Source: an optimization exercise on an open RTL-to-GDS flow (aim: small area). Production flows keep margins and buffers that such runs may drop. At most, simulation tests tie the RTL to the original design; equivalence was not proved.

trial 19:
==> flow/design.v <==
module api_extension(
                     input wire           clk,
                     input wire           reset,
                     input wire [1 : 0]   command,
                     output wire [1 : 0]  status,
                     input wire [31 : 0]  address,
                     input wire [31 : 0]  write_data,
                     output wire [31 : 0] read_data,
                     output wire          nts_cs,
                     output wire          nts_we,
                     output wire [23 : 0] nts_address,
                     output wire [31 : 0] nts_write_data,
                     input wire  [31 : 0] nts_read_data,
                     input wire           nts_ready,
                     output wire          pp_cs,
                     output wire          pp_we,
                     output wire [23 : 0] pp_address,
                     output wire [31 : 0] pp_write_data,
                     input wire  [31 : 0] pp_read_data,
                     input wire           pp_ready,
                     output wire          dp_cs,
                     output wire          dp_we,
                     output wire [23 : 0] dp_address,
                     output wire [31 : 0] dp_write_data,
                     input wire  [31 : 0] dp_read_data,
                     input wire           dp_ready,
                     output wire          merge_cs,
                     output wire          merge_we,
                     output wire [7 : 0]  merge_address,
                     output wire [31 : 0] merge_write_data,
                     input wire  [31 : 0] merge_read_data,
                     input wire           merge_ready,
                     output wire          rosc_cs,
                     output wire          rosc_we,
                     output wire [7 : 0]  rosc_address,
                     output wire [31 : 0] rosc_write_data,
                     input wire  [31 : 0] rosc_read_data,
                     input wire           rosc_ready
                    );
  localparam CORE_NAME0       = 32'h6170692d;  
  localparam CORE_NAME1       = 32'h65787420;  
  localparam CORE_VERSION     = 32'h302e3232;  
  localparam ERROR_DATA       = 32'hdeaddead;
  reg          status_lo_reg;
  reg          status_hi_reg;
  reg [1 : 0]  phase_reg;
  reg          op_a_set_reg;
  reg          op_b_set_reg;
  reg [31 : 0] op_a_reg;
  reg [31 : 0] op_b_reg;
  reg [2 : 0]  carry_reg;
  reg          gate_a_reg;
  reg          gate_b_reg;
  reg [31 : 0] read_data_reg;
  wire       busy     = ~status_lo_reg;
  wire       cmd_act  = |command;
  wire       cmd_wr   = &command;
  wire [7:0] prefix   = address[31 : 24];
  wire [7:0] low      = address[7 : 0];
  wire hit_api   = prefix == 8'h00;
  wire hit_pp    = prefix == 8'h10;
  wire hit_nts   = prefix == 8'h20;
  wire hit_dp    = prefix == 8'h40;
  wire hit_merge = prefix == 8'h60;
  wire hit_rosc  = prefix == 8'hfe;
  wire hit_none  = ~(hit_api | hit_pp | hit_nts | hit_dp | hit_merge | hit_rosc);
  wire target_ready = (hit_pp    & pp_ready)    |
                      (hit_nts   & nts_ready)   |
                      (hit_dp    & dp_ready)    |
                      (hit_merge & merge_ready) |
                      (hit_rosc  & rosc_ready)  |
                      hit_api | hit_none;
  wire write_op_a = busy & cmd_wr & hit_api & (low == 8'h10);
  wire write_op_b = busy & cmd_wr & hit_api & (low == 8'h11);
  assign status           = {status_hi_reg, status_lo_reg};
  assign read_data        = read_data_reg;
  assign nts_cs           = busy & hit_nts;
  assign nts_we           = busy & hit_nts & cmd_wr;
  assign nts_address      = address[23 : 0];
  assign nts_write_data   = write_data;
  assign pp_cs            = busy & hit_pp;
  assign pp_we            = busy & hit_pp & cmd_wr;
  assign pp_address       = address[23 : 0];
  assign pp_write_data    = write_data;
  assign dp_cs            = busy & hit_dp;
  assign dp_we            = busy & hit_dp & cmd_wr;
  assign dp_address       = address[23 : 0];
  assign dp_write_data    = write_data;
  assign merge_cs         = busy & hit_merge;
  assign merge_we         = busy & hit_merge & cmd_wr;
  assign merge_address    = address[7 : 0];
  assign merge_write_data = write_data;
  assign rosc_cs          = busy & hit_rosc;
  assign rosc_we          = busy & hit_rosc & cmd_wr;
  assign rosc_address     = address[7 : 0];
  assign rosc_write_data  = write_data;
  wire [31 : 0] carry;
  wire [31 : 0] sum;
  assign carry[0]  = 1'b0;
  assign carry[8]  = carry_reg[0];
  assign carry[16] = carry_reg[1];
  assign carry[24] = carry_reg[2];
  wire [31 : 0] add_a = op_a_reg & {32{gate_a_reg}};
  wire [31 : 0] add_b = op_b_reg & {32{gate_b_reg}};
  genvar i;
  generate
    for (i = 0 ; i < 32 ; i = i + 1)
      begin : adder
        assign sum[i] = add_a[i] ^ add_b[i] ^ carry[i];
        if ((i % 8) != 7)
          assign carry[i + 1] = (add_a[i] & add_b[i]) | (add_a[i] & carry[i]) |
                                (carry[i] & add_b[i]);
      end
  endgenerate
  wire cout7  = (add_a[7]  & add_b[7])  | (carry[7]  & (add_a[7]  ^ add_b[7]));
  wire cout15 = (add_a[15] & add_b[15]) | (carry[15] & (add_a[15] ^ add_b[15]));
  wire cout23 = (add_a[23] & add_b[23]) | (carry[23] & (add_a[23] ^ add_b[23]));
  wire ld_pp    = busy & hit_pp;
  wire ld_nts   = busy & hit_nts;
  wire ld_dp    = busy & hit_dp;
  wire ld_merge = busy & hit_merge;
  wire ld_rosc  = busy & hit_rosc;
  wire ld_none  = busy & hit_none;
  wire ld_sum   = busy & hit_api & ((low == 8'h10) | (low == 8'h11) | (low == 8'h12));
  wire ld_name0 = busy & hit_api & (low == 8'h00);
  wire ld_name1 = busy & hit_api & (low == 8'h01);
  wire ld_ver   = busy & hit_api & (low == 8'h02);
  wire [31 : 0] read_data_new =
    ({32{ld_pp}}    & pp_read_data)    |
    ({32{ld_nts}}   & nts_read_data)   |
    ({32{ld_dp}}    & dp_read_data)    |
    ({32{ld_merge}} & merge_read_data) |
    ({32{ld_rosc}}  & rosc_read_data)  |
    ({32{ld_none}}  & ERROR_DATA)      |
    ({32{ld_sum}}   & sum)             |
    ({32{ld_name0}} & CORE_NAME0)      |
    ({32{ld_name1}} & CORE_NAME1)      |
    ({32{ld_ver}}   & CORE_VERSION)    |
    ({32{status_lo_reg}} & read_data_reg);
  always @ (posedge clk)
    begin : data_update
      carry_reg  <= {cout23, cout15, cout7};
      gate_a_reg <= hit_api & op_a_set_reg & ((low == 8'h10) | (low == 8'h12));
      gate_b_reg <= hit_api & op_b_set_reg & ((low == 8'h11) | (low == 8'h12));
      if (write_op_a)
        op_a_reg <= write_data;
      if (write_op_b)
        op_b_reg <= write_data;
      read_data_reg <= read_data_new;
    end
  always @ (posedge clk or posedge reset)
    begin : ctrl_update
      if (reset)
        begin
          status_lo_reg <= 1'b1;
          status_hi_reg <= 1'b0;
          phase_reg     <= 2'h0;
          op_a_set_reg  <= 1'b0;
          op_b_set_reg  <= 1'b0;
        end
      else
        begin
          if (write_op_a)
            op_a_set_reg <= 1'b1;
          if (write_op_b)
            op_b_set_reg <= 1'b1;
          if (status_lo_reg)
            begin
              case (phase_reg)
                2'h0:
                  if (cmd_act)
                    phase_reg <= 2'h1;
                2'h1:
                  begin
                    status_lo_reg <= 1'b0;
                    phase_reg     <= 2'h0;
                  end
                2'h2:
                  if (!cmd_act)
                    phase_reg <= 2'h3;
                2'h3:
                  begin
                    status_hi_reg <= 1'b0;
                    phase_reg     <= cmd_act ? 2'h1 : 2'h0;
                  end
              endcase
            end
          else
            begin
              case (phase_reg)
                2'h0:
                  phase_reg <= 2'h1;
                2'h1, 2'h2:
                  phase_reg <= target_ready ? 2'h3 : 2'h2;
                2'h3:
                  begin
                    status_lo_reg <= 1'b1;
                    status_hi_reg <= hit_none;
                    phase_reg     <= 2'h2;
                  end
              endcase
            end
        end
    end
endmodule  
export LEC_CHECK = 0
export CAP_MARGIN = 20
export CORE_MARGIN = 2
export CORE_UTILIZATION = 65
export SLEW_MARGIN = 20
create_clock -name core_clock -period 5.0 [get_ports {clk}]
standard.sh (not shown) runs the stock make flow with config.mk's settings and CLKGATE_MAP_FILE= SYNTH_SCRIPT=/design/flow/synth_recipe.tcl, a recipe that flattens the netlist after the stock synthesis.
==> flow/flow/run.sh <==
#!/bin/bash
# Standard layout (the standard.sh) with three changes to how it is made:
# buf_1 as the port buffer cell, pins allowed on neighbouring tracks so a
# smaller die still holds all the ports, and a clock tree of small clock
# buffers without dummy loads.
set -euo pipefail
bash standard.sh \
  'BUFFER_PORTS_ARGS=-buffer_cell sky130_fd_sc_hd__buf_1' \
  'PLACE_PINS_ARGS=-min_distance 1 -min_distance_in_tracks' \
  'CTS_ARGS=-sink_clustering_enable -repair_clock_nets -dont_use_dummy_load -buf_list {sky130_fd_sc_hd__clkbuf_4 sky130_fd_sc_hd__clkbuf_8}' \
  finish > standard.log 2>&1
In summary, trial 19 completed successfully, with a layout that passed the timing, DRC and antenna checks.
diff inputs: trial 19 => trial 43
diff --git a/flow/design.v b/flow/design.v
--- a/flow/design.v
+++ b/flow/design.v
@@ -50,8 +50,13 @@
   reg [31 : 0] op_b_reg;
   reg [2 : 0]  carry_reg;
   reg          gate_a_reg;
   reg          gate_b_reg;
+  reg [31 : 0] const_data;
+  reg          k_none_reg;
+  reg          k_name0_reg;
+  reg          k_name1_reg;
+  reg          k_ver_reg;
   reg [31 : 0] read_data_reg;
   wire       busy     = ~status_lo_reg;
   wire       cmd_act  = |command;
   wire       cmd_wr   = &command;
@@ -99,10 +104,17 @@
   assign carry[0]  = 1'b0;
   assign carry[8]  = carry_reg[0];
   assign carry[16] = carry_reg[1];
   assign carry[24] = carry_reg[2];
+  always @*
+    begin : const_mux
+      const_data = ({32{k_none_reg}}  & ERROR_DATA)  |
+                   ({32{k_name0_reg}} & CORE_NAME0)  |
+                   ({32{k_name1_reg}} & CORE_NAME1)  |
+                   ({32{k_ver_reg}}   & CORE_VERSION);
+    end
   wire [31 : 0] add_a = op_a_reg & {32{gate_a_reg}};
-  wire [31 : 0] add_b = op_b_reg & {32{gate_b_reg}};
+  wire [31 : 0] add_b = (op_b_reg & {32{gate_b_reg}}) | const_data;
   genvar i;
   generate
     for (i = 0 ; i < 32 ; i = i + 1)
       begin : adder
@@ -120,9 +132,9 @@
   wire ld_dp    = busy & hit_dp;
   wire ld_merge = busy & hit_merge;
   wire ld_rosc  = busy & hit_rosc;
   wire ld_none  = busy & hit_none;
-  wire ld_sum   = busy & hit_api & ((low == 8'h10) | (low == 8'h11) | (low == 8'h12));
+  wire ld_sum   = busy & (hit_api | hit_none);
   wire ld_name0 = busy & hit_api & (low == 8'h00);
   wire ld_name1 = busy & hit_api & (low == 8'h01);
   wire ld_ver   = busy & hit_api & (low == 8'h02);
   wire [31 : 0] read_data_new =
@@ -130,19 +142,19 @@
     ({32{ld_nts}}   & nts_read_data)   |
     ({32{ld_dp}}    & dp_read_data)    |
     ({32{ld_merge}} & merge_read_data) |
     ({32{ld_rosc}}  & rosc_read_data)  |
-    ({32{ld_none}}  & ERROR_DATA)      |
     ({32{ld_sum}}   & sum)             |
-    ({32{ld_name0}} & CORE_NAME0)      |
-    ({32{ld_name1}} & CORE_NAME1)      |
-    ({32{ld_ver}}   & CORE_VERSION)    |
     ({32{status_lo_reg}} & read_data_reg);
   always @ (posedge clk)
     begin : data_update
       carry_reg  <= {cout23, cout15, cout7};
       gate_a_reg <= hit_api & op_a_set_reg & ((low == 8'h10) | (low == 8'h12));
       gate_b_reg <= hit_api & op_b_set_reg & ((low == 8'h11) | (low == 8'h12));
+      k_none_reg  <= hit_none;
+      k_name0_reg <= hit_api & (low == 8'h00);
+      k_name1_reg <= hit_api & (low == 8'h01);
+      k_ver_reg   <= hit_api & (low == 8'h02);
       if (write_op_a)
         op_a_reg <= write_data;
       if (write_op_b)
         op_b_reg <= write_data;
==> summary.txt <==
Diff trial 43 and trial 19: placed standard-cell area higher in trial 43. Taking trial 19 as the reference point, the multi-input combinational cell count of trial 43 falls by 17. Compared with trial 19, trial 43 shows total wire length that has gone down by a few percent. The fraction of synthesized area in multiplexers reported for trial 43 is greater than that of trial 19 by 0.65 points. Summary of trial 43 over trial 19: worst-case setup margin in the final layout shrank by 360 ps; worst hold slack went up by 9.9 ps. Full die area: trial 43 > trial 19. Trial 19 has lower total non-filler cell area in the finished layout than trial 43. Area used by multi-input combinational logic, trial 43 and trial 19: smaller value in trial 19. Trial 43: compound-gate portion of the synthesized area 1.3 points above trial 19. Trial 43 ends up with a largest stage delay on the critical path that is 100 ps lower than in trial 19.
Function not checked in trial 43: the RTL went through the layout flow alone.

-- afterwards: timing with drivers on the ports --
No port has a modelled driver above. Below, the same layouts with a new extraction and two added sets of constraints. Step 1 sets driving cells, clkbuf_16 on the clock port and buf_2 on the other inputs (assumed; they add their load-dependent delay and slew). Step 2 adds t to the input delays and takes it off the output delays; t is the mean of the earliest and latest rising clock arrival at the registers after step 1. Input paths then give back, and output paths get back, about the clock's delay inside the block. Three values: ideal ports, drivers, drivers and shift; two values: the first two.
| run | t (ns) | slack for setup (ns) | worst setup path after step 2 | cell pins on the clock port's net |
|---|---|---|---|---|
| trial 19 | 0.404 | 0.758 / 0.758 / 0.758 | register to register | 1 |
| trial 43 | 0.396 | 0.401 / 0.401 / 0.401 | register to register | 1 |
After both steps every run listed still meets setup and hold.
